This is an optimization exercise on Yosys and OpenROAD, whose aim is small area and a short achievable clock period, not a production implementation. In this exercise RTL edits were held to simulation tests only and were not proved equivalent to the original.

// PPCPU
module PPCPU (
    input Clk,
    input Clrn,
    output [31:0] imem_addr,
    input  [31:0] imem_data,
    output        dmem_we,
    output        dmem_re,
    output [31:0] dmem_addr,
    output [31:0] dmem_wdata,
    input  [31:0] dmem_rdata,
    output        wb_we,
    output [ 4:0] wb_rw,
    output [31:0] wb_data
);
export LEC_CHECK = 0
export CAP_MARGIN = 5
export CORE_MARGIN = 2
export CORE_UTILIZATION = 45
export CTS_BUF_LIST = sky130_fd_sc_hd__clkbuf_16
export CTS_CLUSTER_DIAMETER = 100
export CTS_CLUSTER_SIZE = 24
export SLEW_MARGIN = 5
export SYNTH_HIERARCHICAL = 1
create_clock -name core_clock -period 13.0 [get_ports {Clk}]
standard.sh (not shown) runs the stock make flow with config.mk's settings and CLKGATE_MAP_FILE= SYNTH_SCRIPT=/design/flow/synth_recipe.tcl, a recipe that flattens the netlist after the stock synthesis.
==> flow/flow/run.sh <==
#!/bin/bash
# Layout flow: the standard ORFS flow (standard.sh, synthesis unchanged)
# with a setup-slack margin so that timing repair aims below the clock
# period, and plain buf_2 cells as the port buffers. The clock period and
# all constraints are the standard flow's own.
export SETUP_SLACK_MARGIN=9
export BUFFER_PORTS_ARGS="-buffer_cell sky130_fd_sc_hd__buf_2"
bash standard.sh > standard.log 2>&1
Edit:
--- a/flow/design.v
+++ b/flow/design.v
@@ -1008,18 +1008,20 @@
     output [31:0] dmem_wdata,
     input  [31:0] dmem_rdata,
     output        wb_we,
     output [ 4:0] wb_rw,
     output [31:0] wb_data
 );
   reg  [31:2] if_pc;
   reg  [31:0] if_inst;
   reg  [31:0] id_inst;
+  reg  [3:0]  id_rsh, id_rth;
+  reg  [7:0]  id_rsl, id_rtl;
   reg         stall_r;   
   reg         stall_rr;  
   reg  [31:0] ex_a, ex_b;
   reg  [15:0] ex_imm;
   reg         ex_immhi;
   reg  [31:2] ex_tgt;
   reg  [ 4:0] ex_rw;
   reg ex_regwr, ex_lw, ex_sw, ex_br, ex_j;
   reg ex_alusrc, ex_fma;
@@ -1054,20 +1056,20 @@
   wire [2:0] aluctr_r = {!fn[2] & fn[1],
                          fn[3] & !fn[2] & fn[1],
                          !fn[3] & !fn[2] & !fn[0] | !fn[2] & fn[1] & !fn[0]};
   wire [2:0] aluctr = d_r ? aluctr_r : {d_beq, d_ori, 1'b0};
   wire [31:1] sel_a, sel_b;
   wire [31:0] rf_a, rf_b;
   genvar gr, gb;
   generate
     for (gr = 1; gr < 32; gr = gr + 1) begin : g_dec
-      assign sel_a[gr] = id_rs == gr;
-      assign sel_b[gr] = id_rt == gr;
+      assign sel_a[gr] = id_rsh[gr / 8] & id_rsl[gr % 8];
+      assign sel_b[gr] = id_rth[gr / 8] & id_rtl[gr % 8];
     end
     for (gb = 0; gb < 32; gb = gb + 1) begin : g_rd
       wire [31:1] col;
       for (gr = 1; gr < 32; gr = gr + 1) begin : g_col
         assign col[gr] = rf[gr][gb];
       end
       pp_rdmux u_a (.s(sel_a), .d(col), .y(rf_a[gb]));
       pp_rdmux u_b (.s(sel_b), .d(col), .y(rf_b[gb]));
     end
@@ -1136,18 +1138,22 @@
       if_inst <= 32'd0;
     end else begin
       if (!(stall_n | stall_r)) if_pc <= mem_pcsrc ? mem_alu[31:2] : if_pc + 30'd1;
       if (!stall_n) if_inst <= imem_data;
     end
   end
   always @(posedge Clk) begin
     stall_r <= Clrn & stall_n;
     id_inst <= flush ? 32'd0 : if_inst;
+    id_rsh  <= flush ? 4'd1 : (4'd1 << if_inst[25:24]);
+    id_rsl  <= flush ? 8'd1 : (8'd1 << if_inst[23:21]);
+    id_rth  <= flush ? 4'd1 : (4'd1 << if_inst[20:19]);
+    id_rtl  <= flush ? 8'd1 : (8'd1 << if_inst[18:16]);
     stall_rr <= stall_r;
     if (flush | stall_r) begin
       ex_regwr <= 1'b0;
       ex_lw    <= 1'b0;
       ex_sw    <= 1'b0;
       ex_br    <= 1'b0;
       ex_j     <= 1'b0;
     end else begin
       ex_regwr <= d_regwr;
Setup slack is better by 0.075 ns.
First-iteration DRC count came out lower by 4.5%.
Fmax came out higher by 1.9%.
Synthesized cell count hardly moves.
Non-clock buffer count came out lower by 15.
Worst hold slack is worse by 0.0032 ns.
Final area barely changes.
Count of clock-buffer cells in the layout came out higher by 1.
Via count hardly moves.

static timing again, ports no longer ideal:
In the flow no input, the clock included, has a driving cell. The finished layouts below were timed again as built, in two steps. Step 1: set_driving_cell puts a clkbuf_16 on Clk and a buf_2 on each other input, an assumption about the parent block. Step 2 moves the port delays by t, midway between the first and last clock arrival at a register: inputs arrive t later, outputs are due t later. That takes back most of the time a late clock gives input paths. Slacks: ideal ports / drivers / drivers and shift; pairs: ideal ports / drivers.
| run | t (ns) | slack for setup (ns) | worst register clock-pin slew, ns |
|---|---|---|---|
| the first run | 0.764 | 8.938 / 8.938 / 8.931 | 0.11 / 0.11 |
| the second run | 0.762 | 9.013 / 8.939 / 8.806 | 0.11 / 0.11 |
After both steps setup and hold are still met in every run listed. The setup slack of the second run, which loses most, moves by -0.074 ns with the drivers and by -0.207 ns with both steps.
